From an optimization exercise on the open Yosys and OpenROAD flow, aimed at small area, a short achievable clock period and few clock cycles; shortcuts taken in it are not production practice.
At most, simulation tests tie the RTL to the original design; equivalence was not proved.
The RTL of runs 2 to 5 was laid out without a check of its function.
No activity file was given, so power comes from the tool's default toggle rates.

--- flow/config.mk ---
export PLATFORM = sky130hd
export DESIGN_NAME = freqcalccore_v1_0_S00_AXI
export DESIGN_NICKNAME = freqcalccore_v1_0_S00_AXI
export VERILOG_FILES = /design/flow/design.v
export SDC_FILE = /design/flow/constraint.sdc
export NUM_CORES = 8
export LEC_CHECK = 0
export CAP_MARGIN = 20
export CORE_MARGIN = 2
export CORE_UTILIZATION = 40
export CTS_BUF_LIST = sky130_fd_sc_hd__clkbuf_4
export PLACE_DENSITY = 0.6
export SLEW_MARGIN = 20
--- flow/constraint.sdc ---
create_clock -name core_clock -period 12.0 [get_ports {S_AXI_ACLK}]
set_input_delay 2.4000 -clock core_clock [delete_from_list [all_inputs] [get_ports {S_AXI_ACLK}]]
set_output_delay 2.4000 -clock core_clock [all_outputs]
set_load 0.01 [all_outputs]
--- flow/design.v ---
`timescale 1 ns / 1 ps
module freqcalccore_v1_0_S00_AXI #
	(
		parameter integer FHT_B = 7,
		parameter integer FHT_N = 2 ** FHT_B,
		parameter IDLE = 3'b000,
		parameter PRELOAD = 3'b001,
		parameter PREMULT_1 = 3'b010,
		parameter PREMULT_2 = 3'b011,
		parameter ACCUMULATION = 3'b100,
		parameter SQUARING = 3'b101,
		parameter CONVERSION = 3'b110,
		parameter FIND_MAX = 3'b111,
		parameter integer PDM_DIV = 2,
		parameter integer SAMPLE_DIV = 256,
		parameter integer C_S_AXI_DATA_WIDTH	= 32,
		parameter integer C_S_AXI_ADDR_WIDTH	= 4
	)
	(
		input wire pdm_data,
		output wire pdm_clk,
		output wire pdm_lrsel,
		output wire led0,
		output wire led1,
		input wire  S_AXI_ACLK,
		input wire  S_AXI_ARESETN,
		input wire [C_S_AXI_ADDR_WIDTH-1 : 0] S_AXI_AWADDR,
		input wire [2 : 0] S_AXI_AWPROT,
		input wire  S_AXI_AWVALID,
		output wire  S_AXI_AWREADY,
		input wire [C_S_AXI_DATA_WIDTH-1 : 0] S_AXI_WDATA,
		input wire [(C_S_AXI_DATA_WIDTH/8)-1 : 0] S_AXI_WSTRB,
		input wire  S_AXI_WVALID,
		output wire  S_AXI_WREADY,
		output wire [1 : 0] S_AXI_BRESP,
		output wire  S_AXI_BVALID,
		input wire  S_AXI_BREADY,
		input wire [C_S_AXI_ADDR_WIDTH-1 : 0] S_AXI_ARADDR,
		input wire [2 : 0] S_AXI_ARPROT,
		input wire  S_AXI_ARVALID,
		output wire  S_AXI_ARREADY,
		output wire [C_S_AXI_DATA_WIDTH-1 : 0] S_AXI_RDATA,
		output wire [1 : 0] S_AXI_RRESP,
		output wire  S_AXI_RVALID,
		input wire  S_AXI_RREADY
	);
    localparam [767:0] CLS_TBL = 768'hb6db6cb2cb2caebaebaaaaaaa68a279a59659248e28a181f79e79e79d75d75c71c6da69a6596186175d65955144d245040f3cf3cf38e38e34d34c30c2cb28a2492081c61440c2040000000000000000000000000000000000000000000000000;
    localparam [1151:0] THR_TBL = 1152'h31ffcd8ff3a7fcfaff42dfd4fff63ffdcfff7fffe9ffffffffffffffffffffffffffffffffffffffffffffffffffffe9fff7fffdcfff63ffd4fff42dfcfaff3a7fcd8ff31ffcb7bf29dfc96ed21ab0766b198a855e81169835650949024e30528814a10518414600518014600518014600518414a10528824e30949035651169855e8198a8766b21ab096ed29dfcb7bf;
    function [16:0] sq9;
        input [8:0] a;
        begin
            sq9 = 17'({(a[0] & a[8]), (a[0] & a[7]), (a[0] & a[6]), (a[0] & a[5]), (a[0] & a[4]), (a[0] & a[3]), (a[0] & a[2]), (a[0] & a[1]), 1'b0, a[0]})
                + 17'({(a[1] & a[8]), (a[1] & a[7]), (a[1] & a[6]), (a[1] & a[5]), (a[1] & a[4]), (a[1] & a[3]), (a[1] & a[2]), 1'b0, a[1], 1'b0, 1'b0})
                + 17'({(a[2] & a[8]), (a[2] & a[7]), (a[2] & a[6]), (a[2] & a[5]), (a[2] & a[4]), (a[2] & a[3]), 1'b0, a[2], 1'b0, 1'b0, 1'b0, 1'b0})
                + 17'({(a[3] & a[8]), (a[3] & a[7]), (a[3] & a[6]), (a[3] & a[5]), (a[3] & a[4]), 1'b0, a[3], 1'b0, 1'b0, 1'b0, 1'b0, 1'b0, 1'b0})
                + 17'({(a[4] & a[8]), (a[4] & a[7]), (a[4] & a[6]), (a[4] & a[5]), 1'b0, a[4], 1'b0, 1'b0, 1'b0, 1'b0, 1'b0, 1'b0, 1'b0, 1'b0})
                + 17'({(a[5] & a[8]), (a[5] & a[7]), (a[5] & a[6]), 1'b0, a[5], 1'b0, 1'b0, 1'b0, 1'b0, 1'b0, 1'b0, 1'b0, 1'b0, 1'b0, 1'b0})
                + 17'({(a[6] & a[8]), (a[6] & a[7]), 1'b0, a[6], 1'b0, 1'b0, 1'b0, 1'b0, 1'b0, 1'b0, 1'b0, 1'b0, 1'b0, 1'b0, 1'b0, 1'b0})
                + 17'({(a[7] & a[8]), 1'b0, a[7], 1'b0, 1'b0, 1'b0, 1'b0, 1'b0, 1'b0, 1'b0, 1'b0, 1'b0, 1'b0, 1'b0, 1'b0, 1'b0, 1'b0})
                + 17'({a[8], 1'b0, 1'b0, 1'b0, 1'b0, 1'b0, 1'b0, 1'b0, 1'b0, 1'b0, 1'b0, 1'b0, 1'b0, 1'b0, 1'b0, 1'b0, 1'b0});
        end
    endfunction
    function ge6;
        input [5:0] a;
        input [5:0] b;
        integer n;
        reg r;
        begin
            r = 1'b1;
            for (n = 0; n < 6; n = n + 1)
                r = (a[n] & ~b[n]) | (~(a[n] ^ b[n]) & r);
            ge6 = r;
        end
    endfunction
    wire clk = S_AXI_ACLK;
    wire rstn = S_AXI_ARESETN;
    reg bvalid, rvalid;
    reg [1:0] raddr;
    reg [5:0] out_k;         
    reg [17:0] out_amp;      
    reg [5:0] cache_k;       
    reg [17:0] cache_amp;
    wire wr_hs = S_AXI_AWVALID & S_AXI_WVALID & ~bvalid;
    wire rd_hs = S_AXI_ARVALID & ~rvalid;
    wire wr_nz = (S_AXI_WSTRB[0] & (|S_AXI_WDATA[7:0])) | (S_AXI_WSTRB[1] & (|S_AXI_WDATA[15:8])) |
                 (S_AXI_WSTRB[2] & (|S_AXI_WDATA[23:16])) | (S_AXI_WSTRB[3] & (|S_AXI_WDATA[31:24]));
    wire start = wr_hs & (S_AXI_AWADDR[3:2] == 2'd3) & wr_nz;
    assign S_AXI_AWREADY = ~bvalid;
    assign S_AXI_WREADY  = ~bvalid;
    assign S_AXI_BVALID  = bvalid;
    assign S_AXI_BRESP   = 2'b00;
    assign S_AXI_ARREADY = ~rvalid;
    assign S_AXI_RVALID  = rvalid;
    assign S_AXI_RRESP   = 2'b00;
    assign S_AXI_RDATA   = (raddr == 2'd1) ? {23'd0, out_k, 3'd0} :
                           (raddr == 2'd2) ? {14'd0, out_amp} : 32'd0;
    always @(posedge clk) begin
        if (!rstn) begin
            bvalid <= 1'b0;
            rvalid <= 1'b0;
            out_k <= 6'd0;
            out_amp <= 18'd0;
        end else begin
            if (wr_hs) bvalid <= 1'b1;
            else if (S_AXI_BREADY) bvalid <= 1'b0;
            if (rd_hs) rvalid <= 1'b1;
            else if (S_AXI_RREADY) rvalid <= 1'b0;
            if (start) begin
                out_k <= cache_k;
                out_amp <= cache_amp;
            end
        end
    end
    always @(posedge clk) if (rd_hs) raddr <= S_AXI_ARADDR[3:2];
    reg [7:0] cnt;           
    reg [6:0] acc;           
    wire bnd = (cnt == 8'd255);
    assign pdm_clk = ~cnt[0];
    assign led0 = ~cnt[0];
    assign led1 = pdm_data;
    assign pdm_lrsel = 1'b0;
    always @(posedge clk) begin
        if (!rstn) cnt <= 8'd0;
        else cnt <= cnt + 8'd1;
        if (cnt[0]) acc <= bnd ? 7'd0 : acc + {6'd0, pdm_data};
    end
    reg [767:0] ring;
    reg [5:0] hold;
    reg pending, clr;
    reg [6:0] ptr;
    wire ins = pending & (ptr[3:0] == 4'd15);
    wire [6:0] ptr1 = ptr + 7'd1;
    wire [2:0] wsel = ins ? ptr1[6:4] : ptr[6:4];
    always @(posedge clk) begin
        if (!rstn) begin
            pending <= 1'b0;
            clr <= 1'b0;
            ptr <= 7'd0;
        end else begin
            clr <= ins;
            if (bnd) pending <= 1'b1;
            else if (ins) pending <= 1'b0;
            if (!clr) ptr <= ptr1;
        end
        if (bnd) hold <= CLS_TBL[6*acc +: 6];
    end
    genvar gq;
    generate
        for (gq = 0; gq < 128; gq = gq + 1) begin : g_ring
            if ((gq % 16) == 0) begin : g_ins
                wire here = (ins | clr) & (wsel == (gq / 16));
                always @(posedge clk)
                    ring[6*gq +: 6] <= here ? (ins ? hold : 6'd0) : ring[6*((gq + 127) % 128) +: 6];
            end else begin : g_sh
                always @(posedge clk)
                    ring[6*gq +: 6] <= ring[6*((gq + 127) % 128) +: 6];
            end
        end
    endgenerate
    localparam [167:0] TPL = 168'hddafd77cdcf17fbcf2d576a908805b2c4988d4e14f;
    localparam [95:0] REG = 96'hdcefdecfb7ab642058139a89;
    localparam [23:0] FIRSTR = 24'h0f1007;
    reg run_i;
    reg [4:0] s_i;
    reg [3:0] d_i;
    wire [6:0] ptr3 = ptr + 7'd3;
    wire go = ~run_i & ~pending & ~clr & (cnt >= 8'd14) & (cnt <= 8'd40) & (ptr3[2:0] == 3'd0);
    wire wrap_i = (s_i == 5'd23);
    wire last_i = (d_i == 4'd9) & (s_i == 5'd9);
    always @(posedge clk) begin
        if (!rstn) begin
            run_i <= 1'b0;
            s_i <= 5'd0;
            d_i <= 4'd0;
        end else if (go) begin
            run_i <= 1'b1;
            s_i <= 5'd1;
            d_i <= 4'd0;
        end else if (run_i) begin
            if (last_i) run_i <= 1'b0;
            s_i <= wrap_i ? 5'd0 : s_i + 5'd1;
            if (wrap_i) d_i <= d_i + 4'd1;
        end
    end
    wire [4:0] s_n = go ? 5'd0 : s_i;
    wire [3:0] d_n = go ? 4'd0 : d_i;
    wire [6:0] tpl = TPL[7*s_n +: 7];
    wire [2:0] ty_n = tpl[6:4];
    wire [6:0] b7 = {3'd0, d_n};
    reg [6:0] xb;
    always @(*) begin
        case (ty_n)
            3'd0, 3'd2, 3'd4: xb = b7;                   
            3'd1:    xb = 7'd1 - b7;                      
            3'd3:    xb = 7'd16 + b7;                     
            3'd5:    xb = 7'd0 - b7;                      
            3'd6:    xb = 7'd16 - b7;                     
            default: xb = 7'd48 + b7;                     
        endcase
    end
    wire item_n = (run_i | go) & (d_n != 4'd9);
    reg [6:0] xb_x;
    reg lag_x;
    always @(posedge clk) begin
        xb_x <= xb;
        lag_x <= tpl[0];
    end
    reg [6:0] jx_r, x_r;
    reg lag_r;
    wire [6:0] ptr2 = ptr + 7'd2;
    always @(posedge clk) begin
        jx_r <= (ptr2 - {6'd0, lag_x}) * xb_x;
        x_r <= xb_x;
        lag_r <= lag_x;
    end
    reg [55:0] m_r;
    reg xodd_r, lag_s;
    genvar gu;
    generate
        for (gu = 0; gu < 8; gu = gu + 1) begin : g_m
            wire [3:0] ux = gu * x_r[3:0];
            always @(posedge clk) m_r[7*gu +: 7] <= jx_r - {ux, 3'b000};
        end
    endgenerate
    always @(posedge clk) begin
        xodd_r <= x_r[0];
        lag_s <= lag_r;
    end
    reg [47:0] t_r;
    generate
        for (gu = 0; gu < 8; gu = gu + 1) begin : g_t
            wire [6:0] mu = m_r[7*gu +: 7];
            wire [17:0] th = THR_TBL[18*mu[5:0] +: 18];
            wire ng = (mu >= 7'd49) && (mu <= 7'd111);
            wire [5:0] xa = lag_s ? ring[6*(8*gu+1) +: 6] : ring[6*(8*gu) +: 6];
            wire [5:0] xc = lag_s ? ring[6*(8*gu+65) +: 6] : ring[6*(8*gu+64) +: 6];
            wire a1 = ge6(xa, th[17:12]), a2 = ge6(xa, th[11:6]), a3 = ge6(xa, th[5:0]);
            wire c1 = ge6(xc, th[17:12]), c2 = ge6(xc, th[11:6]), c3 = ge6(xc, th[5:0]);
            wire [1:0] fa = {a2, (a1 & ~a2) | a3};
            wire [1:0] fc = {c2, (c1 & ~c2) | c3};
            wire nc = ng ^ xodd_r;
            always @(posedge clk) begin
                t_r[3*gu +: 3]     <= ng ? (3'd0 - {1'b0, fa}) : {1'b0, fa};
                t_r[3*(gu+8) +: 3] <= nc ? (3'd0 - {1'b0, fc}) : {1'b0, fc};
            end
        end
    endgenerate
    reg it_s0, it_s1, it_e1, it_e2, it_e3;
    reg run_s0, run_s1, run_e1;
    reg [4:0] s_s0, s_s1, s_e1, s_e2, s_e3;
    reg [3:0] d_s0, d_s1, d_e1;
    always @(posedge clk) begin
        if (!rstn) begin
            it_s0 <= 1'b0; it_s1 <= 1'b0; it_e1 <= 1'b0; it_e2 <= 1'b0; it_e3 <= 1'b0;
            run_s0 <= 1'b0; run_s1 <= 1'b0; run_e1 <= 1'b0;
        end else begin
            it_s0 <= item_n; it_s1 <= it_s0; it_e1 <= it_s1; it_e2 <= it_e1; it_e3 <= it_e2;
            run_s0 <= run_i | go; run_s1 <= run_s0; run_e1 <= run_s1;
        end
        s_s0 <= s_n; s_s1 <= s_s0; s_e1 <= s_s1; s_e2 <= s_e1; s_e3 <= s_e2;
        d_s0 <= d_n; d_s1 <= d_s0; d_e1 <= d_s1;
    end
    integer i;
    reg signed [6:0] vsum;
    always @(*) begin
        vsum = 7'sd0;
        for (i = 0; i < 16; i = i + 1)
            vsum = vsum + {{4{t_r[3*i+2]}}, t_r[3*i +: 3]};
    end
    reg signed [6:0] vsum_r;
    always @(posedge clk) vsum_r <= vsum;
    wire [3:0] rg3 = REG[4*s_e3 +: 4];
    wire first3 = FIRSTR[s_e3];
    wire signed [7:0] vx = {vsum_r[6], vsum_r};
    reg signed [6:0] iu0, iu4, iw0, iw4, itb2, itb6, itc2, itc6;
    reg signed [7:0] pb, qb, pm, qm, pc, qc, pd, qd;
    reg signed [7:0] acc_in;
    always @(*) begin
        case (rg3[2:0])
            3'd0: acc_in = pb;
            3'd1: acc_in = qb;
            3'd2: acc_in = pm;
            3'd3: acc_in = qm;
            3'd4: acc_in = pc;
            3'd5: acc_in = qc;
            3'd6: acc_in = pd;
            default: acc_in = qd;
        endcase
    end
    wire signed [7:0] acc_out = (first3 ? 8'sd0 : acc_in) + vx;
    always @(posedge clk) begin
        if (it_e3) begin
            case (rg3)
                4'd0: iu0 <= vsum_r;
                4'd1: iu4 <= vsum_r;
                4'd2: iw0 <= vsum_r;
                4'd3: iw4 <= vsum_r;
                4'd4: itb2 <= vsum_r;
                4'd5: itb6 <= vsum_r;
                4'd6: itc2 <= vsum_r;
                4'd7: itc6 <= vsum_r;
                4'd8: pb <= acc_out;
                4'd9: qb <= acc_out;
                4'd10: pm <= acc_out;
                4'd11: qm <= acc_out;
                4'd12: pc <= acc_out;
                4'd13: qc <= acc_out;
                4'd14: pd <= acc_out;
                default: qd <= acc_out;
            endcase
        end
    end
    reg signed [8:0] c_o1, c_o33, c_t2c, c_o17, c_t2b, c_o113;
    always @(posedge clk) begin
        if (run_e1) begin
            if (s_e1 == 5'd18) c_o1 <= pm + qm;
            if (s_e1 == 5'd20) c_o33 <= pb - qb;
            if (s_e1 == 5'd20) c_t2c <= itc2 - itc6;
            if (s_e1 == 5'd2) c_o17 <= pc + qc;
            if (s_e1 == 5'd6) c_t2b <= itb2 - itb6;
            if (s_e1 == 5'd6) c_o113 <= pd - qd;
        end
    end
    reg [2:0] pp;      
    always @(*) begin
        case (s_e1)
            5'd13: pp = 3'd1;
            5'd18: pp = 3'd2;
            5'd20: pp = 3'd3;
            5'd0: pp = 3'd4;
            5'd2: pp = 3'd5;
            5'd4: pp = 3'd6;
            5'd6: pp = 3'd7;
            default: pp = 3'd0;
        endcase
    end
    wire [3:0] own = pp[2] ? (d_e1 - 4'd1) : d_e1;    
    wire [5:0] b6 = {2'd0, own};
    wire bp = pp[2];
    wire [6:0] op_t2 = bp ? itc2 : itb2;
    wire [6:0] op_t6 = bp ? itc6 : itb6;
    wire [8:0] op_tt = bp ? c_t2b : c_t2c;
    reg [7:0] op_p, op_q;
    reg [8:0] op_c;
    reg nu, nt, np, nq, nt2, nc;
    reg [5:0] k_p;
    reg v_p;
    always @(*) begin
        nu = bp;
        case (pp)
            3'd1: begin op_p = pb; op_q = qb; op_c = c_o1;   nt = 1'b0; np = 1'b1; nq = 1'b1; nt2 = 1'b0; nc = 1'b1; k_p = 6'd0 - b6;  v_p = (own >= 4'd2); end
            3'd2: begin op_p = pm; op_q = qm; op_c = c_o33;  nt = 1'b1; np = 1'b0; nq = 1'b1; nt2 = 1'b1; nc = 1'b1; k_p = b6 + 6'd31; v_p = (own >= 4'd1); end
            3'd3: begin op_p = pm; op_q = qm; op_c = c_o33;  nt = 1'b1; np = 1'b1; nq = 1'b0; nt2 = 1'b1; nc = 1'b0; k_p = 6'd32 - b6; v_p = (own >= 4'd1); end
            3'd4: begin op_p = pd; op_q = qd; op_c = c_o17;  nt = 1'b1; np = 1'b0; nq = 1'b0; nt2 = 1'b0; nc = 1'b1; k_p = b6 + 6'd47; v_p = (own >= 4'd1); end
            3'd5: begin op_p = pd; op_q = qd; op_c = c_o17;  nt = 1'b1; np = 1'b1; nq = 1'b1; nt2 = 1'b0; nc = 1'b0; k_p = 6'd16 - b6; v_p = (own >= 4'd1); end
            3'd6: begin op_p = pc; op_q = qc; op_c = c_o113; nt = 1'b0; np = 1'b0; nq = 1'b1; nt2 = 1'b1; nc = 1'b0; k_p = b6 + 6'd15; v_p = (own >= 4'd1); end
            3'd7: begin op_p = pc; op_q = qc; op_c = c_o113; nt = 1'b0; np = 1'b1; nq = 1'b0; nt2 = 1'b1; nc = 1'b1; k_p = 6'd48 - b6; v_p = (own >= 4'd1); end
            default: begin op_p = pb; op_q = qb; op_c = c_o1; nt = 1'b0; np = 1'b0; nq = 1'b0; nt2 = 1'b0; nc = 1'b0; k_p = 6'd0; v_p = 1'b0; end
        endcase
    end
    wire [9:0] e_u0 = {{3{iu0[6]}}, iu0};
    wire [9:0] e_u4 = {{3{iu4[6]}}, iu4} ^ {10{nu}};
    wire [9:0] e_t2 = {{3{op_t2[6]}}, op_t2} ^ {10{nt}};
    wire [9:0] e_t6 = {{3{op_t6[6]}}, op_t6} ^ {10{nt}};
    wire [9:0] e_p = {{2{op_p[7]}}, op_p} ^ {10{np}};
    wire [9:0] e_q = {{2{op_q[7]}}, op_q} ^ {10{nq}};
    wire [9:0] e_w0 = {{3{iw0[6]}}, iw0};
    wire [9:0] e_w4 = {{3{iw4[6]}}, iw4} ^ {10{nu}};
    wire [9:0] e_tt = {op_tt[8], op_tt} ^ {10{nt2}};
    wire [9:0] e_c = {op_c[8], op_c} ^ {10{nc}};
    wire [2:0] one1 = {2'd0, nu} + {1'b0, nt, 1'b0} + {2'd0, np} + {2'd0, nq};
    wire [1:0] one2 = {1'b0, nu} + {1'b0, nt2} + {1'b0, nc};
    wire [9:0] bin1 = e_u0 + e_u4 + e_t2 + e_t6 + e_p + e_q + {7'd0, one1};
    wire [9:0] bin2 = e_w0 + e_w4 + e_tt + e_c + {8'd0, one2};
    wire pair_e1 = run_e1 & (pp != 3'd0) & v_p & (own <= 4'd8);
    reg [9:0] b1_r, b2_r;
    reg [5:0] k1_r;
    reg v1_r;
    always @(posedge clk) begin
        if (!rstn) v1_r <= 1'b0;
        else v1_r <= pair_e1;
        if (pair_e1) begin
            b1_r <= bin1;
            b2_r <= bin2;
            k1_r <= k_p;
        end
    end
    reg va_r, vq_r;
    always @(posedge clk) begin
        if (!rstn) begin
            va_r <= 1'b0;
            vq_r <= 1'b0;
        end else begin
            va_r <= v1_r;
            vq_r <= va_r;
        end
    end
    wire [9:0] bq = va_r ? b2_r : b1_r;
    wire [8:0] cq = bq[8:0] ^ {9{bq[9]}};
    wire [16:0] sq = sq9(cq) + (bq[9] ? {7'd0, cq, 1'b1} : 17'd0);
    reg [16:0] sqa_r, sqb_r;
    reg signed [10:0] s_r;
    reg [5:0] k2_r;
    always @(posedge clk) begin
        if (v1_r) begin
            sqa_r <= sq;
            s_r <= {b1_r[9], b1_r} + {b2_r[9], b2_r};
            k2_r <= k1_r;
        end
        if (va_r) sqb_r <= sq;
    end
    wire v2_r = vq_r;
    wire [17:0] p0_r = {1'b0, sqa_r} + {1'b0, sqb_r};
    wire [17:0] dl1 = {{6{s_r[10]}}, s_r, 1'b0} + 18'd2;
    wire [17:0] dl2 = {{5{s_r[10]}}, s_r, 2'b00} + 18'd8;
    wire [53:0] pd3 = {p0_r + dl2, p0_r + dl1, p0_r};
    reg [53:0] mx;
    reg [17:0] mk;
    wire clr_cand = go;
    genvar gd;
    generate
        for (gd = 0; gd < 3; gd = gd + 1) begin : g_c
            wire [17:0] pv = pd3[18*gd +: 18];
            wire [17:0] mv = mx[18*gd +: 18];
            wire [5:0] kv = mk[6*gd +: 6];
            wire better = {pv, ~k2_r} > {mv, ~kv};    
            always @(posedge clk) begin
                if (clr_cand) begin
                    mx[18*gd +: 18] <= 18'd0;
                    mk[6*gd +: 6] <= 6'd0;
                end else if (v2_r & better) begin
                    mx[18*gd +: 18] <= pv;
                    mk[6*gd +: 6] <= k2_r;
                end
            end
        end
    endgenerate
    wire [1:0] dsel = (acc >= 7'd91) ? 2'd2 : (acc >= 7'd46) ? 2'd1 : 2'd0;
    always @(posedge clk) begin
        if (bnd) begin
            cache_k <= mk[6*dsel +: 6];
            cache_amp <= mx[18*dsel +: 18];
        end
    end
endmodule
--- flow/flow/run.sh ---
#!/bin/bash
# Own layout flow: the standard flow (standard.sh, unchanged synthesis), with repair_timing
# aiming at a tighter setup margin so that the layout's reg-to-reg and port paths come out
# shorter.  The clock period and the constraints are the design's (constraint.sdc).
set -euo pipefail
MARGIN=$(cat flow/margin.txt 2>/dev/null || echo 6)
bash standard.sh SETUP_SLACK_MARGIN=$MARGIN TNS_END_PERCENT=100 finish > standard_make.log 2>&1
--- flow/flow/margin.txt ---
6.8
--- flow/standard.sh ---
#!/bin/bash
# synth_recipe.tcl (not shown) runs the flow's synth.tcl, then flattens the netlist and writes it again
# the make line also repeats each setting of config.mk as NAME=value (left out here)
make -C /OpenROAD-flow-scripts/flow DESIGN_CONFIG=/design/flow/config.mk WORK_HOME=/design/flow/orfs CLKGATE_MAP_FILE= SYNTH_SCRIPT=/design/flow/synth_recipe.tcl "${@:-finish}"
==> results of run 1 <==
==> worst min-delay path by stage <==
stage                   start  slack (ns)   endpoint
floorplan             d_s1[0]        0.31    d_e1[0]
global placement     ring[21]        0.31   ring[27]
detailed placement      lag_r        0.31      lag_s
CTS                 ring[384]        0.24  ring[390]
global route        ring[748]        0.24  ring[754]
finish              ring[384]        0.24  ring[390]
==> power by group <==
part	switching, mW	internal (mW)	total (mW)
clock network	1.74	1.92	3.66
registers	0.0125	4.55	4.56
logic	0.0454	0.0428	0.0883
==> critical path, delay by kind of cell, from the launching register on <==
kind	cells	cell delay, ns
DFF	1	0.42
and+or+nand+nor	7	0.82
buffers and inverters	6	1.02
xor gates and xnor gates	1	0.15
AOI/OAI and AO/OA	11	2.22
adders and majority gates	3	0.76
==> cell type report <==
cell class,count,area (sq um)
clock buffer,472,3543
fill,14044,80780
antenna,5,12.51
timing repair buffer,201,2066
tap,2016,2522
multi-input combinational,3595,29470
timing repair inverter,1,8.758
sequential,1329,29490
inverter,457,1730
clock inverter,95,515.5
==> cell usage in the layout, fill, tap and decap left out, drive strengths merged, types with 33 or more instances in the layout <==
| cell | instances |
|---|---|
| clkbuf | 476 |
| a211oi | 50 |
| clkdlybuf4s50 | 70 |
| nand2b | 43 |
| o21a | 41 |
| mux2 | 145 |
| a21o | 59 |
| buf | 124 |
| ha | 581 |
| or2 | 33 |
| nor3 | 65 |
| clkinv | 87 |
| mux2i | 194 |
| xnor2 | 188 |
| a21oi | 353 |
| inv | 460 |
| nand3 | 66 |
| o21ai | 219 |
| fa | 146 |
| and2 | 75 |
| dfxtp | 1043 |
| xor2 | 94 |
| o22ai | 39 |
| edfxtp | 286 |
| nor2b | 79 |
| nor2 | 446 |
| nand2 | 300 |
==> layer usage <==
metal	vias up	share of wire	wire, um
li1	20064	-	-
met1	19456	0.47	67520
met2	1049	0.45	65500
met3	203	0.063	9145
met4	0	0.020	2849
met5	-	0	0
==> registers in the layout, summed over array words and instances (netlist names), 9 cells and up <==
signal / count
m_r: 25
c_o33: 9
s_r: 11
b1_r: 10
sqb_r: 16
c_o1: 9
out_amp: 18
mk: 18
b2_r: 10
c_o113: 9
t_r: 48
cache_amp: 18
sqa_r: 16
c_o17: 9
mx: 54
ring: 768
==> cell usage after synthesis, drive strengths merged, types with 15 or more instances <==
library cell	count
a21oi	352
inv	456
nor2b	79
clkbuf	132
nand2	300
ha	581
mux2	145
o22a	18
o21bai	27
o21a	41
edfxtp	286
o21ai	219
nand2b	43
nor3	65
a211o	16
xnor2	188
a221oi	28
fa	146
or2	33
nor2	446
a22oi	15
mux2i	194
xor2	94
dfxtp	1043
nand3	66
a211oi	50
and2	75
o22ai	39
o31ai	25
a21o	59
nand4	24
nor3b	19
and3	20
buf	80
o211ai	25
==> cell families (layout without fill, tap and decap cells) <==
logic type	Yosys count	count (layout)	share of synthesized area
AOI/OAI and AO/OA	1023	1024	0.1074
and+or+nand+nor	1204	1204	0.09263
adders and majority gates	727	727	0.1683
muxes	339	339	0.05904
xor gates and xnor gates	282	282	0.04123
buffers and inverters	669	1226	0.04460
DFF	1329	1329	0.4867
other	1	24	0.00006194
==> per-stage QoR <==
step                      instances  hold slack [ns]  total power [mW]
final                          8171           0.2410             8.309
after global routing           8170           0.2386             8.696
after CTS                      8137           0.2351             8.450
after detailed placement       7511           0.3118             4.752
after global placement         7510           0.3096             4.750
after floorplan                5592           0.3096             4.720
==> repair_timing <==
action                                  4_1_cts  5_1_grt
cloned                                        6        4
endpoints found under the setup margin       87       68
setup buffers                                53       25
pin swaps                                    40       52
resized for setup                           128      118
==> metrics.csv, run 1 <==
metric,value,unit
CP peak stage delay,0.42,ns
placed inst area,63300,sq um
final wirelength,145000,um
"area leader, netlist",dfxtp_1,
status,finished clean,
DR WL/cell,17.75,um
Die W,393.0,um
crit path DAT,6.64,ns
post-synth cell types,97,
HP Class,reg2reg,
maximum VDD drop,0.06699,mV
Post-DRT Antenna Nets,0,
worst relative slew slack,0.2328,
Clock Path Buffers,4,
"Reg clk slew, reported paths",0.07,ns
fin util,0.4619,
hold buffer count at cts,0,
required time worst endpoint,13.09,ns
sequential cell area fraction in the yosys report,0.4867,
Final Cycle Share,0.4631,
Async SR Flop Fraction,0,
post-synth top area share,0.3449,
post-DP HPWL,105600,um
dpl ws,5.505,ns
Yosys warnings,1,
GR peak layer,met2,
Ports,103,
Post-synth EDFFs,286,
Power Dens Cells,119.8,nW/um^2
GPL Wtd Cong,0.9355,
R2R Setup Slk,6.44,ns
Overflow after GRT,0,
DRC Markers,0,
Setup Skew,0.1913,ns
FP Rows,142,
Worst-Margin Slew,1.147,ns
clock latency on the worst-skew pair,1.34,ns
Reg-to-Reg End,mx[53],
largest net degree at the start of global routing,68,
Setup crit end kind,flop,
Vias/cell,4.990,
setup TNS,0,ns
Die ar.,154500,sq um
Final setup violation count,0,
crit path from,sqa_r[3],
Leakage,30.68,nW
"flops & latches, synth",1329,
area of the mapped netlist,60540,sq um
GR Layer Usage met1,0.2519,
layout cells sized above 1,0.1602,
vias,40772,
initial antenna violation count,6,
design area,69350,sq um
Die Y,393.0,um
Crit Reg-Reg Startpoint,sqa_r[3],
Synth Instances,5574,
CP max-delay cell,edfxtp_1,
Initial DRT Pass Iterations,7,
CTS buffer count,342,
Setup crit start kind,flop,
cell mode on critical path,buf_4,
met3 Usage GRT,0.04154,
RSZ-0062 raised after global routing,true,
first-pass GRT wire length,221400,um
All-Layer GR Usage,0.1853,
fin. max-slew vios,0,
crit-path max FO,8,
min cycle time layout,5.557,ns
Setup CP Type,reg2reg,
Sink Count,1329,
floorplan core area,150100,sq um
WHS Path Cells,0,
number of global-route vias before repair,40261,
Total Nets Final,6712,
Most used DFF post-synth,dfxtp_1,
Fin. Hold Viols,0,
Initial DRC Count,2484,
TritonCTS clock tree,built,
Area growth syn-to-layout,14.55,%
htree depth,5,
routing usage on met2,0.2943,
slack of the critical path,6.443,ns
starting density of the core,0.4033,
syn_area_per_cell,10.86,sq um
largest cells by area after synthesis,"dfxtp_1 34%, edfxtp_1 14%, ha_1 12%",
CTS root buffer,clkbuf_4,
r2r worst-path depth,28,
Peak Freq,180.0,MHz
critical path endpoint,mx[53],
count of input and output buffers,73,
MaxCap Viol Count,0,
Testbench counts, summed over its fixed seeds: cycles 180.
==> inputs of run 2 (changes only) <==
--- a/flow/design.v
+++ b/flow/design.v
@@ -213,35 +213,38 @@
         x_r <= xb_x;
         lag_r <= lag_x;
     end
-    reg [55:0] m_r;
-    reg xodd_r, lag_s;
-    genvar gu;
+    reg [27:0] m_r;
+    reg [1:0] x2_s;
+    reg lag_s;
+    genvar gu, gk;
     generate
-        for (gu = 0; gu < 8; gu = gu + 1) begin : g_m
+        for (gu = 0; gu < 4; gu = gu + 1) begin : g_m
             wire [3:0] ux = gu * x_r[3:0];
             always @(posedge clk) m_r[7*gu +: 7] <= jx_r - {ux, 3'b000};
         end
     endgenerate
     always @(posedge clk) begin
-        xodd_r <= x_r[0];
+        x2_s <= x_r[1:0];
         lag_s <= lag_r;
     end
     reg [47:0] t_r;
     generate
-        for (gu = 0; gu < 8; gu = gu + 1) begin : g_t
-            wire [6:0] mu = m_r[7*gu +: 7];
-            wire [17:0] th = THR_TBL[18*mu[5:0] +: 18];
-            wire ng = (mu >= 7'd49) && (mu <= 7'd111);
-            wire [5:0] xa = lag_s ? ring[6*(8*gu+1) +: 6] : ring[6*(8*gu) +: 6];
-            wire [5:0] xc = lag_s ? ring[6*(8*gu+65) +: 6] : ring[6*(8*gu+64) +: 6];
-            wire a1 = ge6(xa, th[17:12]), a2 = ge6(xa, th[11:6]), a3 = ge6(xa, th[5:0]);
-            wire c1 = ge6(xc, th[17:12]), c2 = ge6(xc, th[11:6]), c3 = ge6(xc, th[5:0]);
-            wire [1:0] fa = {a2, (a1 & ~a2) | a3};
-            wire [1:0] fc = {c2, (c1 & ~c2) | c3};
-            wire nc = ng ^ xodd_r;
-            always @(posedge clk) begin
-                t_r[3*gu +: 3]     <= ng ? (3'd0 - {1'b0, fa}) : {1'b0, fa};
-                t_r[3*(gu+8) +: 3] <= nc ? (3'd0 - {1'b0, fc}) : {1'b0, fc};
+        for (gu = 0; gu < 4; gu = gu + 1) begin : g_t
+            wire [6:0] m0 = m_r[7*gu +: 7];
+            wire [5:0] m32 = m0[5:0] + 6'd32;
+            wire [17:0] th0 = THR_TBL[18*m0[5:0] +: 18];
+            wire [17:0] th1 = THR_TBL[18*m32 +: 18];
+            wire [17:0] tho = x2_s[0] ? th1 : th0;
+            for (gk = 0; gk < 4; gk = gk + 1) begin : g_k
+                wire [1:0] kx = gk * x2_s;
+                wire [6:0] mk = m0 - {kx, 5'b00000};
+                wire ng = (mk >= 7'd49) && (mk <= 7'd111);
+                wire [17:0] th = (gk % 2 == 1) ? tho : th0;
+                wire [5:0] xa = lag_s ? ring[6*(8*gu+32*gk+1) +: 6] : ring[6*(8*gu+32*gk) +: 6];
+                wire a1 = ge6(xa, th[17:12]), a2 = ge6(xa, th[11:6]), a3 = ge6(xa, th[5:0]);
+                wire [1:0] fa = {a2, (a1 & ~a2) | a3};
+                always @(posedge clk)
+                    t_r[3*(gu+4*gk) +: 3] <= ng ? (3'd0 - {1'b0, fa}) : {1'b0, fa};
             end
         end
     endgenerate
--- a/flow/config.mk
+++ b/flow/config.mk
@@ -8,6 +8,7 @@
 export CAP_MARGIN = 20
 export CORE_MARGIN = 2
 export CORE_UTILIZATION = 40
-export CTS_BUF_LIST = sky130_fd_sc_hd__clkbuf_4
+export CTS_BUF_LIST = sky130_fd_sc_hd__clkbuf_8
+export CTS_CLUSTER_SIZE = 20
 export PLACE_DENSITY = 0.6
 export SLEW_MARGIN = 20
==> run 2 against run 1 <==
  * Still clean on timing, DRC and antenna
  * Register-to-register slack improved by 0.06 ns
  * Sequential power barely moved
  * Wire length rose by 3.7%
  * Combinational power rose by 2%
  * Clock power rose by 6.0%
  * Clock skew fell by 0.12 ns
  * Hold slack improved by 0.042 ns
  * Synthesized area rose by 0.34%
  * Synthesized cell count rose by 1.1%
  * Sequential share of layout area fell by 0.30 points
  * Clock-buffer cell count fell by 231
  * Critical path depth fell by 3
  * Critical path type unchanged
  * Largest cell class is now multi-input combinational cells
  * Largest power group unchanged
  * Highest routed layer is now met5
==> metrics.csv, run 2 <==
metric,value,unit
Final Cycle Share,0.4583,
most common cell in the netlist,dfxtp_1,
largest net degree at the start of global routing,80,
Synth Instances,5633,
Setup Skew,0.06922,ns
max FFs per register,768,
starting density of the core,0.4013,
Power Dens Cells,122.4,nW/um^2
status,finished clean,
area of the mapped netlist,60750,sq um
min cycle time layout,5.500,ns
post-DP HPWL,110900,um
Die W,393.7,um
slack of the critical path,6.500,ns
Post-DRT Antenna Nets,0,
Async SR Flop Fraction,0,
fin. max-slew vios,0,
DRC Markers,0,
Seq pwr share,0.534,
Total Nets Final,6601,
"Reg clk slew, reported paths",0.07,ns
clock latency on the worst-skew pair,0.97,ns
Min Hold Slack,0.2833,ns
Peak Freq,181.8,MHz
internal power,6.652,mW
setup TNS,0,ns
fin util,0.4593,
vias,40544,
"Most flops, register",ring,
Vias/cell,5.055,
All-Layer GR Usage,0.1913,
syn_area_per_cell,10.78,sq um
Initial DRT Pass Iterations,8,
Ports,103,
sequential cell area fraction in the yosys report,0.4828,
Die Y,393.7,um
Yosys warnings,1,
"commonest non-fill, non-tap cell in the layout",dfxtp_1,
"area leader, netlist",dfxtp_1,
Overflow after GRT,0,
first-pass GRT wire length,229900,um
layout cells sized above 1,0.1154,
filler cell count,13935,
Setup crit end kind,flop,
DR WL/cell,18.75,um
WHS Path Cells,0,
Comb pwr share,0.011,
Area growth syn-to-layout,14.44,%
FP Rows,143,
Final setup violation count,0,
post-synth top area share,0.3414,
"flops & latches, synth",1322,
Initial DRC Count,2887,
Post-synth EDFFs,286,
initial antenna violation count,11,
crit-path max FO,7,
Hold Path Origin,jx_r[1],
number of global-route vias before repair,39447,
CTS buffer count,204,
post-synth cell types,96,
dpl ws,5.591,ns
HP Class,reg2reg,
final wirelength,150400,um
MaxCap Viol Count,0,
htree depth,4,
Worst-Margin Slew,1.081,ns
Clock Power Share,0.456,
hold-critical path endpoint,m_r[1],
CTS root buffer,clkbuf_8,
maximum VDD drop,0.1148,mV
largest cells by area after synthesis,"dfxtp_1 34%, edfxtp_1 14%, ha_1 12%",
worst relative slew slack,0.2795,
r2r worst-path depth,25,
Reg-to-Reg End,mx[36],
Clock Path Buffers,3,
Setup CP Type,reg2reg,
Setup crit start kind,flop,
RSZ-0062 raised after global routing,true,
Top Registers,"ring x768, mx x54, t_r x48",
hold buffer count at cts,0,
count of input and output buffers,73,
Sink Count,1322,
P_sw,1.861,mW
required time worst endpoint,12.77,ns
Switching Fraction,0.2186,
floorplan core area,151400,sq um
Crit Reg-Reg Startpoint,sqa_r[3],
R2R Setup Slk,6.50,ns
"commonest non-fill, non-tap cells in the layout","1029 x dfxtp_1, 560 x ha_1, 493 x inv_1",
synth cell count leaders,"1036 x dfxtp_1, 578 x ha_1, 441 x inv_1, 394 x nor2_1, 310 x a21oi_1",
Die ar.,155000,sq um
GPL Wtd Cong,0.9315,
Leakage,30.23,nW
Fin. Hold Viols,0,
crit path DAT,6.27,ns
Most used DFF post-synth,dfxtp_1,
TritonCTS clock tree,built,
-- run 2: cell count changes in the layout (fill, tap and decap cells not counted), moves of 32 or more --
cell and change:
a31oi_1 +35, clkinv_1 -54, o21ai_1 +54, inv_1 +39, nand3_1 +49, clkbuf_4 -472, mux2_2 -32, clkbuf_8 +241
-- run 2: per-stage QoR --
| step | cell area (sq um) | total power, mW | std cells |
|---|---|---|---|
| floorplan | 60840 | 4.697 | 5651 |
| global placement | 63500 | 4.728 | 7569 |
| detailed placement | 63530 | 4.731 | 7570 |
| CTS | 68940 | 8.637 | 7988 |
| global route | 69520 | 8.845 | 8017 |
| finish | 69520 | 8.513 | 8020 |
-- run 2: timing repair --
item | CTS | global route
hold endpoints to repair | 0 | 0
gates cloned | 10 | 3
buffers inserted | 37 | 25
endpoints found under the setup margin | 92 | 86
pin swaps | 28 | 41
gates resized for setup | 105 | 57
-- run 2: power groups by stage --
stage          registers (mW)  logic (mW)  clock network (mW)
2_1_floorplan            4.63      0.0645                   0
3_3_place_gp             4.64      0.0879                   0
3_5_place_dp             4.64      0.0902                   0
4_1_cts                  4.54      0.0908                4.00
5_1_grt                  4.54       0.101                4.20
6_report                 4.54      0.0899                3.88
-- run 2: kinds of logic after synthesis --
logic type,after synthesis,synth area share
muxes,324,0.05635
AOI/OAI and AO/OA,1083,0.1134
buffers and inverters,675,0.04389
other,1,0.00006173
DFF,1322,0.4828
and+or+nand+nor,1219,0.09519
xor gates and xnor gates,287,0.04185
adders and majority gates,722,0.1665
-- run 2: routing by layer --
metal / up-vias / global-route usage / part of all wire
li1: 19885 / - / -
met1: 19405 / 0.2698 / 0.47
met2: 1007 / 0.2989 / 0.45
met3: 245 / 0.03055 / 0.055
met4: 2 / 0.06288 / 0.027
met5: - / 0 / 0.00010
-- run 2: how the worst max path moves through the flow --
stage,from,endpoint,cells after the start
after floorplan,s_e1[0],b1_r[8],22
after global placement,sqa_r[4],mk[13],21
after detailed placement,sqa_r[4],mx[37],21
after CTS,sqa_r[4],mk[16],23
after global routing,sqa_r[3],mx[47],25
final,sqa_r[3],mx[36],25
-- run 2: cell type report --
type                            count  area, sq um  share of cell area
Multi-Input combinational cell   3654        29540              0.4249
Inverter                          450         1707             0.02455
Clock buffer                      241         3317             0.04771
Timing Repair inverter              2        17.52           0.0002520
Sequential cell                  1322        29350              0.4222
Timing Repair Buffer              187         1994             0.02869
Clock inverter                    130         1046             0.01505
Antenna cell                        4        10.01           0.0001440
Tap cell                         2030         2540             0.03653
-- run 2: worst max-delay path: stages (launching register included) --
cell	delay (ns)
edfxtp_1	0.41
ha_4	0.30
a211oi_4	0.06
o21a_1	0.22
o31a_1	0.31
o21bai_4	0.18
a21oi_4	0.08
buf_4	0.16
xnor2_4	0.27
ha_4	0.27
or2_2	0.30
a21oi_1	0.18
a31oi_1	0.11
a31oi_1	0.22
xnor2_1	0.15
ha_1	0.31
nand4_1	0.13
or3_4	0.43
nor4_4	0.13
buf_4	0.18
o21ai_4	0.06
a221oi_4	0.33
buf_4	0.20
buf_16	0.13
mux2i_1	0.18
nor2_1	0.05
==> inputs of run 3 (changes only) <==
--- a/flow/design.v
+++ b/flow/design.v
@@ -158,8 +158,8 @@
         end
     endgenerate
     localparam [167:0] TPL = 168'hddafd77cdcf17fbcf2d576a908805b2c4988d4e14f;
-    localparam [95:0] REG = 96'hdcefdecfb7ab642058139a89;
-    localparam [23:0] FIRSTR = 24'h0f1007;
+    localparam [95:0] REG2 = 96'hefdecfb7ab642058139a89dc;
+    localparam [23:0] FIRSTR2 = 24'h3c401c;
     reg run_i;
     reg [4:0] s_i;
     reg [3:0] d_i;
@@ -250,18 +250,28 @@
     endgenerate
     reg it_s0, it_s1, it_e1, it_e2, it_e3;
     reg run_s0, run_s1, run_e1;
-    reg [4:0] s_s0, s_s1, s_e1, s_e2, s_e3;
-    reg [3:0] d_s0, d_s1, d_e1;
+    reg go_s0, go_s1;
+    reg [4:0] s_e1;
+    reg [3:0] d_e1;
     always @(posedge clk) begin
         if (!rstn) begin
             it_s0 <= 1'b0; it_s1 <= 1'b0; it_e1 <= 1'b0; it_e2 <= 1'b0; it_e3 <= 1'b0;
             run_s0 <= 1'b0; run_s1 <= 1'b0; run_e1 <= 1'b0;
+            go_s0 <= 1'b0; go_s1 <= 1'b0;
         end else begin
             it_s0 <= item_n; it_s1 <= it_s0; it_e1 <= it_s1; it_e2 <= it_e1; it_e3 <= it_e2;
             run_s0 <= run_i | go; run_s1 <= run_s0; run_e1 <= run_s1;
+            go_s0 <= go; go_s1 <= go_s0;
+        end
+        if (go_s1) begin
+            s_e1 <= 5'd0;
+            d_e1 <= 4'd0;
+        end else if (s_e1 == 5'd23) begin
+            s_e1 <= 5'd0;
+            d_e1 <= d_e1 + 4'd1;
+        end else begin
+            s_e1 <= s_e1 + 5'd1;
         end
-        s_s0 <= s_n; s_s1 <= s_s0; s_e1 <= s_s1; s_e2 <= s_e1; s_e3 <= s_e2;
-        d_s0 <= d_n; d_s1 <= d_s0; d_e1 <= d_s1;
     end
     integer i;
     reg signed [6:0] vsum;
@@ -272,8 +282,8 @@
     end
     reg signed [6:0] vsum_r;
     always @(posedge clk) vsum_r <= vsum;
-    wire [3:0] rg3 = REG[4*s_e3 +: 4];
-    wire first3 = FIRSTR[s_e3];
+    wire [3:0] rg3 = REG2[4*s_e1 +: 4];
+    wire first3 = FIRSTR2[s_e1];
     wire signed [7:0] vx = {vsum_r[6], vsum_r};
     reg signed [6:0] iu0, iu4, iw0, iw4, itb2, itb6, itc2, itc6;
     reg signed [7:0] pb, qb, pm, qm, pc, qc, pd, qd;
@@ -413,10 +423,11 @@
         if (va_r) sqb_r <= sq;
     end
     wire v2_r = vq_r;
-    wire [17:0] p0_r = {1'b0, sqa_r} + {1'b0, sqb_r};
-    wire [17:0] dl1 = {{6{s_r[10]}}, s_r, 1'b0} + 18'd2;
-    wire [17:0] dl2 = {{5{s_r[10]}}, s_r, 2'b00} + 18'd8;
-    wire [53:0] pd3 = {p0_r + dl2, p0_r + dl1, p0_r};
+    wire [17:0] s2 = {{6{s_r[10]}}, s_r, 1'b0};
+    wire [17:0] s4 = {{5{s_r[10]}}, s_r, 2'b00};
+    wire [53:0] pd3 = {{1'b0, sqa_r} + {1'b0, sqb_r} + s4 + 18'd8,
+                       {1'b0, sqa_r} + {1'b0, sqb_r} + s2 + 18'd2,
+                       {1'b0, sqa_r} + {1'b0, sqb_r}};
     reg [53:0] mx;
     reg [17:0] mk;
     wire clr_cand = go;
--- a/flow/config.mk
+++ b/flow/config.mk
@@ -9,6 +9,5 @@
 export CORE_MARGIN = 2
 export CORE_UTILIZATION = 40
 export CTS_BUF_LIST = sky130_fd_sc_hd__clkbuf_8
-export CTS_CLUSTER_SIZE = 20
 export PLACE_DENSITY = 0.6
 export SLEW_MARGIN = 20
==> run 3 against run 2 <==
  * Still clean
  * Clock power shrank 2%
  * Critical path depth decreased by 2
  * Flip-flop and latch count down 26
  * Synthesized cell count down 2.6%
  * Clock skew fell by 0.011 ns
  * Highest routed layer is now met4
  * Combinational power is 64% higher
  * Register-to-register slack better by 0.11 ns
  * Worst setup slack better by 0.11 ns
  * Cell count down 2.8%
  * Non-clock buffer count increased by 14
  * Via count fell by 2.1%
==> metrics.csv, run 3 <==
metric,value,unit
HP Class,reg2reg,
Crit Reg-Reg Startpoint,sqa_r[3],
Fin. Hold Viols,0,
design area,69100,sq um
Final Cycle Share,0.4489,
initial antenna violation count,5,
GR Layer Usage met1,0.2580,
floorplan core area,148200,sq um
filler cell count,13492,
"commonest non-fill, non-tap cells in the layout","1003 x dfxtp_1, 564 x ha_1, 491 x inv_1",
Initial DRC Count,2437,
Post-DRT Antenna Nets,0,
TritonCTS clock tree,built,
"flops & latches, synth",1296,
Ports,103,
final wirelength,143600,um
hold buffer count at cts,0,
R2R Setup Slk,6.61,ns
fin. max-slew vios,0,
Die Y,390.9,um
"Reg clk slew, reported paths",0.06,ns
clock latency on the worst-skew pair,0.95,ns
crit path from,sqa_r[3],
DRC Markers,0,
Async SR Flop Fraction,0,
largest cells by area after synthesis,"dfxtp_1 34%, edfxtp_1 14%, ha_1 12%",
"area leader, netlist",dfxtp_1,
Setup CP Type,reg2reg,
Clock Power Share,0.452,
Synth Instances,5484,
Worst-Margin Slew,1.150,ns
"commonest non-fill, non-tap cell in the layout",dfxtp_1,
synth cell count leaders,"1010 x dfxtp_1, 596 x ha_1, 429 x inv_1, 404 x nor2_1, 338 x a21oi_1",
FP Rows,141,
Switching Fraction,0.2201,
worst relative slew slack,0.2309,
r2r worst-path depth,23,
Setup crit start kind,flop,
"Most flops, register",ring,
maximum VDD drop,0.1158,mV
GPL Wtd Cong,0.9252,
layout cells sized above 1,0.1379,
number of global-route vias before repair,38399,
Overflow after GRT,0,
CTS buffer count,203,
Comb pwr share,0.017,
placed inst area,62520,sq um
Setup crit end kind,flop,
GR peak layer,met2,
first-pass GRT wire length,218400,um
syn_area_per_cell,10.92,sq um
htree depth,4,
Leakage,30.45,nW
Final setup violation count,0,
post-synth top area share,0.3376,
post-synth cell types,90,
sequential cell area fraction in the yosys report,0.4810,
P_sw,1.851,mW
count of input and output buffers,73,
Vias/cell,5.092,
Post-synth EDFFs,286,
Initial DRT Pass Iterations,5,
DR WL/cell,18.43,um
setup TNS,0,ns
CTS root buffer,clkbuf_8,
status,finished clean,
Die ar.,152800,sq um
Power Dens Cells,121.7,nW/um^2
Area growth syn-to-layout,15.37,%
min cycle time layout,5.386,ns
crit-path max FO,4,
vias,39682,
Die W,390.9,um
RSZ-0062 raised after global routing,true,
Most used DFF post-synth,dfxtp_1,
Clock Path Buffers,3,
Total Nets Final,6492,
critical path endpoint,mx[34],
All-Layer GR Usage,0.1844,
post-DP HPWL,105100,um
Seq pwr share,0.531,
crit path DAT,6.20,ns
starting density of the core,0.4041,
Sink Count,1296,
max FFs per register,768,
Setup Skew,0.05787,ns
MaxCap Viol Count,0,
routing usage on met2,0.2881,
area of the mapped netlist,59890,sq um
internal power,6.558,mW
required time worst endpoint,12.82,ns
Yosys warnings,1,
most common cell in the netlist,dfxtp_1,
largest net degree at the start of global routing,73,
Reg-to-Reg End,mx[34],
fin util,0.4663,
Peak Freq,185.7,MHz
Top Registers,"ring x768, mx x54, t_r x48",
met3 Usage GRT,0.03256,
run 3: cell types whose count changed in the layout (fill, tap and decap cells not counted), moves of 29 or more:
cell     before  now
mux2_2      113  153
mux2_1       31    0
o21ai_1      79    9
o21ai_0     176  205
nand2_1     289  232
nand3_1     115   52
run 3: critical path, stage by stage, from the launching register on:
cell,delay [ns]
edfxtp_1,0.42
ha_4,0.29
a211oi_4,0.30
o21ai_2,0.14
and3_4,0.18
o21a_1,0.19
nor2_2,0.12
xnor2_2,0.19
ha_4,0.26
ha_4,0.24
and3_4,0.17
a21boi_4,0.14
nand3b_1,0.25
a41oi_2,0.27
xnor2_1,0.10
ha_1,0.29
nand4_1,0.15
nor3_2,0.29
nand4_1,0.16
o31a_1,0.36
o41ai_4,0.09
bufinv_8,0.28
and4_1,0.17
a311o_1,0.26
run 3: how the worst min path moves through the flow:
stage | start | slack, ns | to | depth (start not counted)
finish | ring[350] | 0.30 | ring[356] | 0
global route | ring[350] | 0.29 | ring[356] | 0
CTS | ring[692] | 0.28 | ring[698] | 0
detailed placement | ring[665] | 0.31 | ring[671] | 0
global placement | ring[174] | 0.31 | ring[180] | 0
floorplan | lag_r | 0.31 | lag_s | 0
run 3: cells by family (layout without fill, tap and decap cells):
logic type               count (synthesis)  in the layout  share of synthesized area
flip-flops                            1296           1296                     0.4810
AND/OR/NAND/NOR                       1113           1113                    0.08877
AO/OA/AOI/OAI                         1055           1055                     0.1113
adder cells (fa/ha/maj)                740            740                     0.1726
buffers and inverters                  651           1010                    0.04324
multiplexers                           358            358                    0.06324
XOR/XNOR                               270            270                    0.03974
other                                    1             21                 0.00006261
run 3: per-stage QoR:
| step | power [mW] | std cells | setup slack (ns) | hold WS (ns) |
|---|---|---|---|---|
| after floorplan | 4.654 | 5502 | 6.772 | 0.3096 |
| after global placement | 4.695 | 7325 | 4.615 | 0.3096 |
| after detailed placement | 4.698 | 7325 | 4.539 | 0.3121 |
| after CTS | 8.528 | 7736 | 6.670 | 0.2801 |
| after global routing | 8.734 | 7792 | 6.422 | 0.2923 |
| final | 8.410 | 7793 | 6.614 | 0.2952 |
run 3: power by group through the flow:
stage               logic (mW)  clock network [mW]  registers (mW)
global route             0.164                4.11            4.46
detailed placement       0.137                   0            4.56
global placement         0.134                   0            4.56
floorplan                0.102                   0            4.55
CTS                      0.142                3.92            4.47
finish                   0.147                3.80            4.47
run 3: area by class of cell:
type / instances / area [sq um] / share of cell area
multi-input cells: 3555 / 29740 / 0.4305
diodes: 2 / 5.005 / 0.00007243
repair buffers: 201 / 2093 / 0.03029
inverters: 436 / 1690 / 0.02446
well taps: 1930 / 2415 / 0.03495
flip-flops and latches: 1296 / 28830 / 0.4173
clock inverters: 129 / 955.9 / 0.01383
repair inverters: 1 / 16.27 / 0.0002354
clock buffers: 243 / 3344 / 0.04840
run 3: per-layer routing:
layer | wire length (um) | up-vias
li1 | - | 19521
met1 | 68260 | 18974
met2 | 64130 | 978
met3 | 7404 | 209
met4 | 3798 | 0
met5 | 0 | -
run 3: timing repair:
action	4_1_cts	5_1_grt
gates resized for setup	124	142
pin swaps	44	68
setup buffers	30	51
cloned	9	2
setup endpoints to repair	105	82
==> inputs of run 4 (changes only) <==
==> flow/flow/margin.txt (replaced) <==
7.2
==> run 4 against run 3 <==
  * Synthesized area stayed put
  * Fmax is 1.1% lower
  * Combinational power is 5% higher
  * Via count is 1.2% higher
  * Cell count is 0.76% higher
  * Cell area is 1.3% higher
  * Wire length is 2.0% higher
  * Critical path depth is 1 higher
  * Hold slack worse by 0.0017 ns
  * Global-route usage is 0.61 points higher
  * Critical endpoint unchanged
  * Largest cell class unchanged
==> metrics.csv, run 4 <==
metric,value,unit
layout cells sized above 1,0.1640,
"Most flops, register",ring,
MaxCap Viol Count,0,
"area leader, netlist",dfxtp_1,
DRC Markers,0,
CP max-delay cell,edfxtp_1,
R2R Setup Slk,6.55,ns
Post-synth EDFFs,286,
Worst-Margin Slew,1.039,ns
crit path DAT,6.24,ns
final wirelength,146500,um
Die ar.,152800,sq um
slack of the critical path,6.554,ns
sequential cell area fraction in the yosys report,0.4810,
Yosys warnings,1,
HP Class,reg2reg,
largest net degree at the start of global routing,80,
Design Power,8.411,mW
Ports,103,
All-Layer GR Usage,0.1905,
FP Rows,141,
CP peak stage delay,0.42,ns
Area growth syn-to-layout,16.92,%
Overflow after GRT,0,
filler cell count,13497,
Most used DFF post-synth,dfxtp_1,
placed inst area,62780,sq um
CTS root buffer,clkbuf_8,
DR WL/cell,18.65,um
Power Dens Cells,120.1,nW/um^2
starting density of the core,0.4041,
Setup crit end kind,flop,
maximum VDD drop,0.1179,mV
RSZ-0062 raised after global routing,true,
post-DP HPWL,105700,um
setup TNS,0,ns
Initial DRT Pass Iterations,8,
Async SR Flop Fraction,0,
htree depth,4,
initial antenna violation count,4,
crit path from,sqa_r[3],
Final setup violation count,0,
area of the mapped netlist,59890,sq um
Peak Freq,183.6,MHz
floorplan core area,148200,sq um
GPL Wtd Cong,0.9557,
Top Registers,"ring x768, mx x54, t_r x48",
CTS buffer count,203,
"commonest non-fill, non-tap cell in the layout",dfxtp_1,
crit-path max FO,5,
design area,70030,sq um
Setup crit start kind,flop,
Fin. Hold Viols,0,
first-pass GRT wire length,225600,um
TritonCTS clock tree,built,
Total Nets Final,6553,
Die W,390.9,um
worst relative slew slack,0.3070,
required time worst endpoint,12.80,ns
register area,28850,sq um
Synth Instances,5484,
Leakage,30.79,nW
area of the multi-input gates,30230,sq um
clock latency on the worst-skew pair,0.95,ns
"flops & latches, synth",1296,
Initial DRC Count,2545,
Vias/cell,5.112,
critical path cell sequence,ha_4 -> a211oi_4 -> o21ai_2 -> and3_4 -> o21a_1 -> nor2_2 -> xnor2_2 -> ha_1 -> ha_4 -> and3_4 -> a21boi_4 -> nand3b_1 -> a41oi_2 -> xnor2_1 -> ha_1 -> nand4_1 -> nor3_2 -> nand4_1 -> o31a_1 -> o41ai_4 -> buf_4 -> buf_12 -> nor4_1 -> a311o_1,
Setup CP Type,reg2reg,
post-synth cell types,90,
Setup Skew,0.05674,ns
fin. max-slew vios,0,
most common cell in the netlist,dfxtp_1,
min cycle time layout,5.446,ns
"commonest non-fill, non-tap cells in the layout","997 x dfxtp_1, 546 x ha_1, 467 x inv_1",
synth cell count leaders,"1010 x dfxtp_1, 596 x ha_1, 429 x inv_1, 404 x nor2_1, 338 x a21oi_1",
max FFs per register,768,
status,finished clean,
largest cells by area after synthesis,"dfxtp_1 34%, edfxtp_1 14%, ha_1 12%",
Hold Path Origin,ring[313],
"Reg clk slew, reported paths",0.07,ns
count of input and output buffers,73,
dpl ws,4.755,ns
number of global-route vias before repair,39741,
fin util,0.4725,
Crit Reg-Reg Startpoint,sqa_r[3],
vias,40142,
Post-DRT Antenna Nets,0,
Die Y,390.9,um
Final Cycle Share,0.4538,
post-synth top area share,0.3376,
Clock Path Buffers,3,
syn_area_per_cell,10.92,sq um
Sink Count,1296,
run 4: cell counts after synthesis:
Identical to the previous run, type by type.
run 4: worst paths after layout:
check | to | cells after the start
min | ring[319] | 0
min reg2reg | ring[319] | 0
max | mx[34] | 24
max reg2reg | mx[34] | 24
run 4: metal layers:
metal / GRT usage / routed length, um / vias up
li1: - / - / 19631
met1: 0.2617 / 68490 / 19286
met2: 0.3001 / 65450 / 974
met3: 0.03302 / 8055 / 251
met4: 0.07006 / 4477 / 0
met5: 0 / 0 / -
run 4: logic make-up (layout without fill, tap and decap cells):
family,Yosys count,count (layout),share of synthesized area
multiplexers,358,358,0.06324
adder cells (fa/ha/maj),740,740,0.1726
buffers and inverters,651,1066,0.04324
XOR/XNOR,270,270,0.03974
AND/OR/NAND/NOR,1113,1115,0.08877
other,1,22,0.00006261
AO/OA/AOI/OAI,1055,1055,0.1113
flip-flops,1296,1296,0.4810
run 4: report_power, final:
group | switching [mW] | total (mW) | internal (mW)
combinational | 0.0846 | 0.154 | 0.0696
clock | 1.78 | 3.79 | 2.01
sequential | 0.0142 | 4.47 | 4.45
run 4: per-stage QoR:
step                      hold WS, ns  cells
after floorplan                0.3096   5502
after global placement         0.3096   7329
after detailed placement       0.3121   7329
after CTS                      0.2949   7801
after global routing           0.3066   7850
final                          0.2935   7852
run 4: cell type report:
class | count | area share
inverters | 436 | 0.02423
diodes | 3 | 0.0001072
well taps | 1930 | 0.03448
repair inverters | 2 | 0.0003216
clock inverters | 131 | 0.01415
clock buffers | 238 | 0.04678
multi-input cells | 3557 | 0.4318
flip-flops and latches | 1296 | 0.4119
repair buffers | 259 | 0.03624
run 4: worst max-delay path: cells and delay by family (launching register included):
kind                       cells  cell delay (ns)
AOI/OAI and AO/OA              8             1.69
and+or+nand+nor                8             1.38
xor gates and xnor gates       2             0.27
DFF                            1             0.42
adders and majority gates      4             1.20
buffers and inverters          2             0.31
run 4: timing repair:
action	in CTS	in global routing
hold endpoints to repair	0	0
pin swaps	92	93
hold buffers	0	0
buffers inserted	91	45
endpoints found under the setup margin	155	128
resized for setup	202	175
gates cloned	12	2
==> inputs of run 5 (changes only) <==
--- a/flow/design.v
+++ b/flow/design.v
@@ -425,19 +425,19 @@
     wire v2_r = vq_r;
     wire [17:0] s2 = {{6{s_r[10]}}, s_r, 1'b0};
     wire [17:0] s4 = {{5{s_r[10]}}, s_r, 2'b00};
-    wire [53:0] pd3 = {{1'b0, sqa_r} + {1'b0, sqb_r} + s4 + 18'd8,
-                       {1'b0, sqa_r} + {1'b0, sqb_r} + s2 + 18'd2,
-                       {1'b0, sqa_r} + {1'b0, sqb_r}};
+    wire [53:0] dl = {s4 + 18'd8, s2 + 18'd2, 18'd0};
     reg [53:0] mx;
     reg [17:0] mk;
     wire clr_cand = go;
     genvar gd;
     generate
         for (gd = 0; gd < 3; gd = gd + 1) begin : g_c
-            wire [17:0] pv = pd3[18*gd +: 18];
+            wire [17:0] dv = dl[18*gd +: 18];
             wire [17:0] mv = mx[18*gd +: 18];
             wire [5:0] kv = mk[6*gd +: 6];
-            wire better = {pv, ~k2_r} > {mv, ~kv};    
+            wire [17:0] pv = {1'b0, sqa_r} + {1'b0, sqb_r} + dv;
+            wire [18:0] df = {2'b00, sqa_r} + {2'b00, sqb_r} + {dv[17], dv} - {1'b0, mv};
+            wire better = ~df[18] & ((df != 19'd0) | (k2_r < kv));    
             always @(posedge clk) begin
                 if (clr_cand) begin
                     mx[18*gd +: 18] <= 18'd0;
==> flow/flow/margin.txt (replaced) <==
6.8
==> run 5 against run 4 <==
  * Fmax increased by 0.38%
  * Power rose by 17%
  * Synthesized cell count grew 5.0%
  * Die area increased by 3.4%
  * Critical path depth down 2
  * Clock-buffer cell count rose by 2
  * Sequential power is 4% higher
  * Largest cell class unchanged
==> metrics.csv, run 5 <==
metric,value,unit
CTS buffer count,201,
syn_area_per_cell,10.76,sq um
"area leader, netlist",dfxtp_1,
"flops & latches, synth",1296,
CP max-delay cell,or4_4,
Setup crit end kind,flop,
Post-synth EDFFs,286,
most common cell in the netlist,dfxtp_1,
"Most flops, register",ring,
Worst-Margin Slew,1.026,ns
Setup Skew,0.1118,ns
"Reg clk slew, reported paths",0.06,ns
floorplan core area,154000,sq um
area of the mapped netlist,61980,sq um
Peak Freq,184.3,MHz
max FFs per register,768,
FP Rows,144,
Setup CP Type,reg2reg,
Fin. Hold Viols,0,
Die Y,397.6,um
sequential cell area fraction in the yosys report,0.4648,
Die W,397.6,um
Leakage,31.32,nW
Ports,103,
post-synth cell types,102,
Final setup violation count,0,
Comb pwr share,0.117,
number of global-route vias before repair,41129,
All-Layer GR Usage,0.1919,
post-DP HPWL,112000,um
Initial DRT Pass Iterations,6,
largest net degree at the start of global routing,67,
internal power,7.274,mW
fin. max-slew vios,0,
Vias/cell,5.121,
Die ar.,158100,sq um
clock latency on the worst-skew pair,0.96,ns
synth cell count leaders,"1010 x dfxtp_1, 580 x ha_1, 483 x inv_1, 409 x nor2_1, 336 x a21oi_1",
crit-path leading delay family,simple AND/OR/NAND/NOR gates,
Initial DRC Count,2920,
crit path DAT,6.14,ns
Top Registers,"ring x768, mx x54, t_r x48",
Area growth syn-to-layout,15.31,%
Clock Power Share,0.411,
first-pass GRT wire length,235600,um
status,finished clean,
Total Nets Final,6792,
DRC Markers,0,
setup TNS,0,ns
min cycle time layout,5.425,ns
Power Dens Cells,137.4,nW/um^2
filler cell count,14111,
Synth Instances,5759,
Most used DFF post-synth,dfxtp_1,
CP peak stage delay,0.57,ns
Final Cycle Share,0.4521,
maximum VDD drop,0.1277,mV
htree depth,4,
Post-DRT Antenna Nets,0,
post-synth top area share,0.3262,
Clock Path Buffers,3,
P_sw,2.546,mW
Yosys warnings,1,
starting density of the core,0.4023,
initial antenna violation count,4,
"commonest non-fill, non-tap cell in the layout",dfxtp_1,
DR WL/cell,18.72,um
required time worst endpoint,12.71,ns
hold buffer count at cts,0,
GPL Wtd Cong,0.9423,
Setup crit start kind,flop,
MaxCap Viol Count,0,
Overflow after GRT,0,
worst relative slew slack,0.3111,
count of input and output buffers,73,
RSZ-0062 raised after global routing,true,
Worst Path Buf+Inv,2,
crit-path max FO,8,
final wirelength,153300,um
vias,41953,
Sink Count,1296,
Seq pwr share,0.472,
largest cells by area after synthesis,"dfxtp_1 33%, edfxtp_1 14%, ha_1 12%",
Switching Fraction,0.2593,
Design Power,9.820,mW
critical path cell sequence,ha_4 -> a21o_1 -> nand2_1 -> nor4b_4 -> or3b_4 -> a31oi_4 -> a21oi_4 -> buf_6 -> xnor2_4 -> fa_1 -> ha_4 -> o21ai_4 -> nor2_4 -> o21a_1 -> or4b_4 -> mux2i_2 -> o22ai_1 -> or4_4 -> nand3_4 -> buf_12 -> mux2i_1 -> nor2_1,
layout cells sized above 1,0.1329,
TritonCTS clock tree,built,
cell mode on critical path,ha_4,
"commonest non-fill, non-tap cells in the layout","1000 x dfxtp_1, 556 x ha_1, 524 x inv_1",
CTS root buffer,clkbuf_8,
Async SR Flop Fraction,0,
HP Class,reg2reg,
-- run 5: cell count changes in the layout (fill, tap and decap cells not counted), moves of 18 or more --
cell             previous run  this run
a21oi_2                    35        16
o21ai_0                   196       267
nand3_1                    50        73
xnor2_1                   166       209
buf_4                     146        95
inv_1                     467       524
a21oi_1                   298       318
a21o_1                     72       114
nand2b_1                   48        72
fa_1                      131       177
clkdlybuf4s50_1            52        70
o21a_1                     50        68
xnor2_2                    26         8
xor2_1                     69        90
-- run 5: layout make-up --
| type | instances | area (sq um) | area share |
|---|---|---|---|
| Inverter | 492 | 1876 | 0.02624 |
| Clock buffer | 240 | 3303 | 0.04622 |
| Multi-Input combinational cell | 3772 | 31340 | 0.4385 |
| Antenna cell | 2 | 5.005 | 0.00007003 |
| Clock inverter | 135 | 1301 | 0.01821 |
| Sequential cell | 1296 | 28830 | 0.4034 |
| Tap cell | 2044 | 2557 | 0.03579 |
| Timing Repair Buffer | 211 | 2250 | 0.03148 |
-- run 5: cell families after synthesis --
family	synth area share
and+or+nand+nor	0.08925
other	0.00006051
buffers and inverters	0.04524
DFF	0.4648
muxes	0.06172
AOI/OAI and AO/OA	0.1194
xor gates and xnor gates	0.04429
adders and majority gates	0.1752
-- run 5: worst register-to-register path, stage by stage, from the launching register on --
cell and delay [ns]:
edfxtp_1 0.41, ha_4 0.31, a21o_1 0.11, nand2_1 0.06, nor4b_4 0.13, or3b_4 0.39, a31oi_4 0.24, a21oi_4 0.12
buf_6 0.14, xnor2_4 0.23, fa_1 0.51, ha_4 0.29, o21ai_4 0.16, nor2_4 0.05, o21a_1 0.18, or4b_4 0.48
mux2i_2 0.16, o22ai_1 0.10, or4_4 0.57, nand3_4 0.14, buf_12 0.16, mux2i_1 0.20, nor2_1 0.06
-- run 5: stage by stage --
step / setup slack, ns / area [sq um] / std cells / hold WS (ns) / utilization
3_5_place_dp: 5.575 / 64830 / 7721 / 0.3121 / 0.4209
6_report: 6.575 / 71470 / 8192 / 0.2771 / 0.4639
3_3_place_gp: 5.633 / 64830 / 7721 / 0.3098 / 0.4209
4_1_cts: 6.498 / 70730 / 8155 / 0.2625 / 0.4591
2_1_floorplan: 6.749 / 62150 / 5777 / 0.3096 / -
5_1_grt: 6.406 / 71470 / 8192 / 0.2933 / 0.4639
-- run 5: worst paths after layout --
| check | slack, ns | endpoint | cells past startpoint | startpoint |
|---|---|---|---|---|
| setup / recovery | 6.57 | mk[14] | 22 | sqa_r[5] |
| hold / removal | 0.28 | ring[431] | 0 | ring[425] |
| hold reg to reg | 0.28 | ring[431] | 0 | ring[425] |
| setup reg to reg | 6.57 | mk[14] | 22 | sqa_r[5] |
-- run 5: power by group through the flow --
stage               Combinational (mW)  Sequential, mW  Clock [mW]
CTS                               1.06            4.63        4.16
global placement                  1.01            4.72           0
floorplan                        0.784            4.70           0
detailed placement                1.03            4.72           0
finish                            1.15            4.64        4.03
global route                      1.27            4.64        4.35
-- run 5: what timing repair did --
action	4_1_cts	5_1_grt
cloned	8	1
setup endpoints to repair	174	106
buffers inserted	51	33
pin swaps	38	52
gates resized for setup	128	84
-- run 5: routing by layer --
metal | GRT usage | part of all wire
met1 | 0.2674 | 0.47
met2 | 0.3026 | 0.45
met3 | 0.03175 | 0.053
met4 | 0.06311 | 0.028
met5 | 0 | 0

Setup slack of run 5, layout unchanged: 6.575 ns with ideal ports, 6.575 ns with driving cells assumed (clock clkbuf_16, inputs buf_2), 6.575 ns with port delays also shifted by the 0.981 ns mid clock arrival.
